Source: an optimization exercise on an open RTL-to-GDS flow (aim: small area and a short achievable clock period). Production flows keep margins and buffers that such runs may drop.
Where RTL was checked, it was by simulation tests only, not by an equivalence proof against the original.
Power is estimated from default activity; no workload was simulated.

Setup of build 50:
## whac_core
module whac_core (
    input  wire        clk,
    input  wire        rst,         
    input  wire        pause,
    input  wire        ps2_clk,
    input  wire        ps2_data,
    output wire [11:0] x_pos,
    output wire [11:0] y_pos,
    output wire        left_btn,
    output wire        right_btn,
    output wire [11:0] mole_up,
    output wire        is_start,
    output wire [3:0]  level,
    output wire [2:0]  live,
    output wire [15:0] score,
    output wire [5:0]  note,
    output wire        beep
);
    function [17:0] add;
        input [17:0] a, b;
        input ci;
        integer k;
        reg c;
        begin
            c = ci;
            for (k = 0; k < 18; k = k + 1) begin
                add[k] = a[k] ^ b[k] ^ c;
                c = (a[k] & b[k]) | (c & (a[k] ^ b[k]));
            end
        end
    endfunction
    function ge;
        input [17:0] a, b;
        integer k;
        reg c;
        begin
            c = 1'b1;
            for (k = 0; k < 18; k = k + 1)
                c = (a[k] & ~b[k]) | (c & ~(a[k] ^ b[k]));
            ge = c;
        end
    endfunction
    reg rst_q;
    always @(posedge clk) rst_q <= rst;
    function [10:0] db11;    
        input [10:0] q;
        db11 = {q[9:0], q[10] ^ q[8] ^ (q[9:0] == 10'd0)};
    endfunction
    function [7:0] db8;      
        input [7:0] q;
        db8 = {q[6:0], q[7] ^ q[5] ^ q[4] ^ q[3] ^ (q[6:0] == 7'd0)};
    endfunction
    function [3:0] db4;      
        input [3:0] q;
        db4 = {q[2:0], q[3] ^ q[2] ^ (q[2:0] == 3'd0)};
    endfunction
    localparam [10:0] DIV1 = 11'd1, DIV1023 = 11'd2032;
    localparam [3:0] BC10 = 4'd11;
    reg [1:0] sync;
    reg [3:0] bc;           
    reg [1:0] cnt;          
    reg [8:0] sh;           
    reg [7:0] bx;           
    reg [1:0] bb;           
    reg       upd;          
    wire fall = sync[1] & ~sync[0];
    wire last = (bc == BC10);
    wire done = fall & last;
    always @(posedge clk) begin
        if (rst) sync <= 2'b11;
        else sync <= {sync[0], ps2_clk};
    end
    always @(posedge clk) begin
        if (rst_q) begin
            bc <= 4'd0;
            cnt <= 2'd0;
        end else begin
            if (fall) begin
  ...
Size: about 74 I/O pins.
==> flow/config.mk <==
export PLATFORM = sky130hd
export DESIGN_NAME = whac_core
export DESIGN_NICKNAME = whac_core
export VERILOG_FILES = /design/flow/design.v
export SDC_FILE = /design/flow/constraint.sdc
export NUM_CORES = 4
export LEC_CHECK = 0
export ABC_AREA = 1
export CAP_MARGIN = 20
export CORE_MARGIN = 2
export CORE_UTILIZATION = 60
export CTS_BUF_LIST = sky130_fd_sc_hd__clkbuf_8
export CTS_CLUSTER_DIAMETER = 120
export CTS_CLUSTER_SIZE = 20
export PLACE_DENSITY = 0.7
export SLEW_MARGIN = 20
==> flow/constraint.sdc <==
create_clock -name core_clock -period 80.0 [get_ports {clk}]
set_input_delay 16.0000 -clock core_clock [delete_from_list [all_inputs] [get_ports {clk}]]
set_output_delay 16.0000 -clock core_clock [all_outputs]
set_load 0.01 [all_outputs]
standard.sh (not shown) runs the stock make flow with config.mk's settings and CLKGATE_MAP_FILE= SYNTH_SCRIPT=/design/flow/synth_recipe.tcl, a recipe that flattens the netlist after the stock synthesis.
==> flow/flow/run.sh <==
#!/bin/bash
set -euo pipefail
export BUFFER_PORTS_ARGS="-buffer_cell sky130_fd_sc_hd__buf_2"
bash standard.sh > standard.log 2>&1
#### Input delta (build 40 over build 50)
- CTS_CLUSTER_SIZE changed from 20 to 25
- CTS_BUF_LIST removed (was sky130_fd_sc_hd__clkbuf_8)
- CTS_CLUSTER_DIAMETER changed from 120 to 150
==> flow/flow/run.sh <==
#!/bin/bash
set -euo pipefail
export BUFFER_PORTS_ARGS="-buffer_cell sky130_fd_sc_hd__buf_2"
export SETUP_SLACK_MARGIN=63.0
bash standard.sh > standard.log 2>&1
[summary]
Build 40 completed every stage of the flow, and the final layout passed the timing, DRC and antenna checks. Mux share of post-synthesis cell area: build 40 vs build 50 identical. Sort build 40 and build 50 by multi-input combinational cell area, descending, and build 40 comes first. [compare] base=build 50 new=build 40: clock power higher, fraction of layout instances using a drive strength above 1 higher.
> inputs changed (build 40 -> build 79)
==> flow/flow/run.sh <==
#!/bin/bash
set -euo pipefail
export BUFFER_PORTS_ARGS="-buffer_cell sky130_fd_sc_hd__buf_2"
export SETUP_SLACK_MARGIN=62.8
bash standard.sh > standard.log 2>&1
Results
- Build 40 has higher routability congestion estimate from global placement than build 79.
- Going from build 40 to build 79, power grew by a few percent.
- Met3 demand-to-capacity share in global routing: build 79 < build 40
- The higher sequential cell area came out of build 40.
- Per the comparison of build 79 with build 40, share of power burned in combinational logic has decreased, worst hold slack lost 7.9 ps.
#### Input delta (build 59 over build 79)
==> flow/flow/run.sh <==
#!/bin/bash
set -euo pipefail
export BUFFER_PORTS_ARGS="-buffer_cell sky130_fd_sc_hd__buf_2"
bash standard.sh > standard.log 2>&1
--- outcome ---
Going from build 79 to build 59, the final critical-path share of the clock period was found to have gone up by 0.68 points. From build 59 to build 79, number of buffers added by the clock tree synthesis step did not move at all. Per the comparison of build 59 with build 79, data-path buffer share of cell area in the final layout held steady, largest net degree at the start of global routing held steady, utilization after layout shrank by 0.38 points, power after layout shrank by 2.6%, met2 wire length shrank by about 1.8%. Final area in build 59 is 0.56% below build 79. Between build 59 and build 79, combinational group share of total power is higher for build 59, build 79 comes in under that. Build 79 and build 59 ended up with roughly the same sequential share of layout area.
No run of this note included a check of the RTL's function; only the layout flow was run.

---

Setup of job 7893:
whac_core, a different RTL version from the one above (not shown whole).
Size: roughly 1800 cells after synthesis, about 74 I/O pins, roughly 13000 sq um of cells after synthesis.
clock: 80.0 ns
lec_check: 0
abc_area: 1
cap_margin: 20
core_margin: 2
core_utilization: 60
cts_cluster_diameter: 150
cts_cluster_size: 25
place_density: 0.7
slew_margin: 20
==> flow/flow/run.sh <==
#!/bin/bash
set -euo pipefail
export BUFFER_PORTS_ARGS="-buffer_cell sky130_fd_sc_hd__buf_2"
export SETUP_SLACK_MARGIN=62.8
bash standard.sh > standard.log 2>&1
Job 7893: full flow OK, the timing, DRC and antenna checks passed
Changes in job 7400 relative to job 7893:
diff --git a/flow/flow/run.sh b/flow/flow/run.sh
--- a/flow/flow/run.sh
+++ b/flow/flow/run.sh
@@ -4 +3,0 @@
-export SETUP_SLACK_MARGIN=62.8
### Flow results
Delta (job 7400 minus job 7893): shortest clock period the worst path allows after layout rose by 0.23 ns; maximum frequency went down 0.77 MHz; wire length the detailed router placed on met1 now sits lower; clock power went down about 5%. Of job 7893 and job 7400, job 7400 shows the lower final wirelength, with job 7893 above it. Job 7400 vs job 7893, period utilization went up by 0.29 points. On non-clock buffer count, the higher figure sits with job 7893, not job 7400. Taking job 7893 as the reference point, the layout-stage area growth over the synthesis result of job 7400 falls by 1.1 points. Comparing the two runs side by side, job 7400 comes out ahead of job 7893 on final design area excluding fillers.
The following lists how job 1369 was set up differently from job 7400:
diff --git a/flow/flow/run.sh b/flow/flow/run.sh
--- a/flow/flow/run.sh
+++ b/flow/flow/run.sh
@@ -3,0 +4 @@
+export SETUP_SLACK_MARGIN=62.5
[summary]
Job 1369: flow completed, timing, DRC and antenna clean
From job 7400 to job 1369 the numbers moved as follows: antenna diode count stayed essentially flat, floorplan die width closely matched the old numbers, number of cells on the worst reg-to-reg path did not really move.
Going from job 7400 to job 1369, count of buffers added by post-CTS timing repair for setup flat, worst hold slack held steady, count of H-tree levels built during CTS barely changed, setup slack after layout ~0 delta, static power due to leakage held steady.

---

== run A ==
whac_core, a different RTL version from the one above (not shown whole).
For scale: about 200 flip-flops, roughly 74 I/O pins, roughly 12,000 um^2 of cells after synthesis.
## whac_core
module whac_core (
    input  wire        clk,
    input  wire        rst,         
    input  wire        pause,
    input  wire        ps2_clk,
    input  wire        ps2_data,
    output wire [11:0] x_pos,
    output wire [11:0] y_pos,
    output wire        left_btn,
    output wire        right_btn,
    output wire [11:0] mole_up,
    output wire        is_start,
    output wire [3:0]  level,
    output wire [2:0]  live,
    output wire [15:0] score,
    output wire [5:0]  note,
    output wire        beep
);
    function [17:0] add;
        input [17:0] a, b;
        input ci;
        integer k;
        reg c;
        begin
            c = ci;
            for (k = 0; k < 18; k = k + 1) begin
                add[k] = a[k] ^ b[k] ^ c;
                c = (a[k] & b[k]) | (c & (a[k] ^ b[k]));
            end
        end
    endfunction
    function ge;
        input [17:0] a, b;
        integer k;
        reg c;
        begin
            c = 1'b1;
            for (k = 0; k < 18; k = k + 1)
                c = (a[k] & ~b[k]) | (c & (a[k] | ~b[k]));
            ge = c;
        end
    endfunction
    reg rst_q;
    always @(posedge clk) rst_q <= rst;
    function [10:0] db11;    
        input [10:0] q;
        db11 = {q[9:0], q[10] ^ q[8] ^ (q[9:0] == 10'd0)};
    endfunction
    function [7:0] db8;      
        input [7:0] q;
        db8 = {q[6:0], q[7] ^ q[5] ^ q[4] ^ q[3] ^ (q[6:0] == 7'd0)};
    endfunction
    function [3:0] db4;      
        input [3:0] q;
        db4 = {q[2:0], q[3] ^ q[2] ^ (q[2:0] == 3'd0)};
    endfunction
    localparam [10:0] DIV1 = 11'd1, DIV1023 = 11'd2032;
    localparam [3:0] BC10 = 4'd11;
    reg [1:0] sync;
    reg [3:0] bc;           
    reg [1:0] cnt;          
    reg [8:0] sh;           
    reg [7:0] bx;           
    reg [1:0] bb;           
    reg       upd;          
    wire fall = sync[1] & ~sync[0];
    wire last = (bc == BC10);
    wire done = fall & last;
    always @(posedge clk) begin
        if (rst) sync <= 2'b11;
        else sync <= {sync[0], ps2_clk};
    end
    always @(posedge clk) begin
        if (rst_q) begin
            bc <= 4'd0;
            cnt <= 2'd0;
        end else begin
            if (fall) begin
                bc <= last ? 4'd0 : db4(bc);
  ...
export LEC_CHECK = 0
export ABC_AREA = 1
export CAP_MARGIN = 20
export CORE_MARGIN = 2
export CORE_UTILIZATION = 60
export CTS_CLUSTER_DIAMETER = 150
export CTS_CLUSTER_SIZE = 25
export PLACE_DENSITY = 0.7
export SLEW_MARGIN = 20
create_clock -name core_clock -period 80.0 [get_ports {clk}]
==> flow/flow/run.sh <==
#!/bin/bash
set -euo pipefail
rm -rf scripts_abc
cp -r "$FLOW_HOME/scripts" scripts_abc
printf 'strash\ndch\nmap -a\ntopo\nstrash\ndch\nmap -a\ntopo\n' > scripts_abc/abc_area.script
export SCRIPTS_DIR="$PWD/scripts_abc"
export BUFFER_PORTS_ARGS="-buffer_cell sky130_fd_sc_hd__buf_1"
export SETUP_SLACK_MARGIN=62.8
bash standard.sh > standard.log 2>&1
diff inputs: run A => run B
==> flow/flow/run.sh <==
#!/bin/bash
set -euo pipefail
export BUFFER_PORTS_ARGS="-buffer_cell sky130_fd_sc_hd__buf_2"
export SETUP_SLACK_MARGIN=62.7
bash standard.sh > standard.log 2>&1
Results
Run B vs. run A: smallest setup slack after layout decreased by 0.049 ns relative to the old numbers; fmax closely matched the old numbers; final period utilization closely matched the old numbers; total power consumption of the routed design decreased by about 0.9% relative to the old numbers. The leakage power reported for run B is greater than that of run A by 29%. The register area was comparable across run B and run A. The origin of the worst setup path comes out xp[6]$_SDFFE_PP1P_ in one run and started$_SDFF_PP0_ in the other, namely in run B and run A respectively.
Relative to run B, the following input files were edited for run C:
diff --git a/flow/flow/run.sh b/flow/flow/run.sh
--- a/flow/flow/run.sh
+++ b/flow/flow/run.sh
@@ -2,0 +3,4 @@
+rm -rf scripts_abc
+cp -r "$FLOW_HOME/scripts" scripts_abc
+printf 'strash\ndch\nmap -a\ntopo\nstrash\ndch\nmap -a\ntopo\nstrash\ndch\nmap -a\ntopo\n' > scripts_abc/abc_area.script
+export SCRIPTS_DIR="$PWD/scripts_abc"
@@ -4 +8 @@
-export SETUP_SLACK_MARGIN=62.7
+export SETUP_SLACK_MARGIN=62.8
==> notes.md <==
- Run C and run B all finish clean.
- Run B → run C: share of cell area taken by multi-input logic gates now smaller, average cell area after synthesis now larger, worst setup slack now larger, total power consumption of the routed design now smaller.
Changes in run D relative to run C:
Settings: changing PLACE_DENSITY from 0.7 to 0.85; changing CORE_UTILIZATION from 60 to 75.
==> flow/flow/run.sh <==
#!/bin/bash
set -euo pipefail
export BUFFER_PORTS_ARGS="-buffer_cell sky130_fd_sc_hd__buf_2"
export SETUP_SLACK_MARGIN=62.8
bash standard.sh > standard.log 2>&1
## What came out
- Wire: run D routes more than run C
- First-pass detailed-route iteration total: run D vs run C up 3
- Between run C and run D, the flow reports number of signal-net buffers in the layout decreasing by a few percent.
- Lower final worst slack among run D and run C: run C
- Run D ends up with lower register fraction of the total cell area than run C does.
- Run D against run C: final cell count rose 5.1%, arrival time at the worst endpoint fell by 0.03 ns.
- Diff run C -> run D: power rose by 20 uW, maximum frequency stayed essentially flat.

==> separate check: timing with driven ports <==
Ports are ideal in the flow. The routed layouts listed here were re-timed in OpenROAD.
Step 1 assumes that a clkbuf_16 drives the clock port and a buf_2 every other input.
Step 2, shift: input delay + t, output delay - t, t = (earliest + latest rising clock arrival at the registers) / 2. This alone moves slack from input paths to output paths.
Three values: ideal, step 1, step 2; two values: the first two.
| run | t (ns) | slack for setup (ns) | hold WS [ns] | worst setup path after step 2 | slew at the worst register clock pin (ns) |
|---|---|---|---|---|---|
| build 50 | 0.524 | 62.351 / 62.337 / 61.813 | 0.415 / 0.415 / 0.415 | input to register | 0.12 / 0.12 |
| build 40 | 0.490 | 63.034 / 62.980 / 62.621 | 0.391 / 0.391 / 0.391 | input to register | 0.09 / 0.09 |
| build 79 | 0.484 | 62.833 / 62.786 / 62.498 | 0.383 / 0.383 / 0.383 | input to register | 0.09 / 0.09 |
| build 59 | 0.481 | 62.290 / 62.285 / 61.804 | 0.411 / 0.411 / 0.411 | input to register | 0.09 / 0.09 |
| job 7893 | 0.490 | 62.847 / 62.797 / 62.376 | 0.386 / 0.386 / 0.386 | input to register | 0.09 / 0.09 |
| job 7400 | 0.478 | 62.618 / 62.573 / 62.270 | 0.370 / 0.370 / 0.370 | input to register | 0.08 / 0.08 |
| job 1369 | 0.478 | 62.618 / 62.573 / 62.270 | 0.370 / 0.370 / 0.370 | input to register | 0.08 / 0.08 |
| run A | 0.493 | 62.837 / 62.786 / 62.474 | 0.401 / 0.401 / 0.401 | input to register | 0.09 / 0.09 |
| run B | 0.483 | 62.788 / 62.740 / 62.488 | 0.379 / 0.379 / 0.379 | input to register | 0.08 / 0.08 |
| run C | 0.484 | 62.807 / 62.758 / 62.505 | 0.385 / 0.385 / 0.385 | input to register | 0.08 / 0.08 |
| run D | 0.482 | 62.841 / 62.797 / 62.418 | 0.411 / 0.411 / 0.411 | input to register | 0.08 / 0.08 |
After both steps every run listed still meets setup and hold. For build 50, which loses most, drivers alone change the setup slack by -0.014 ns; drivers and shift together by -0.538 ns.
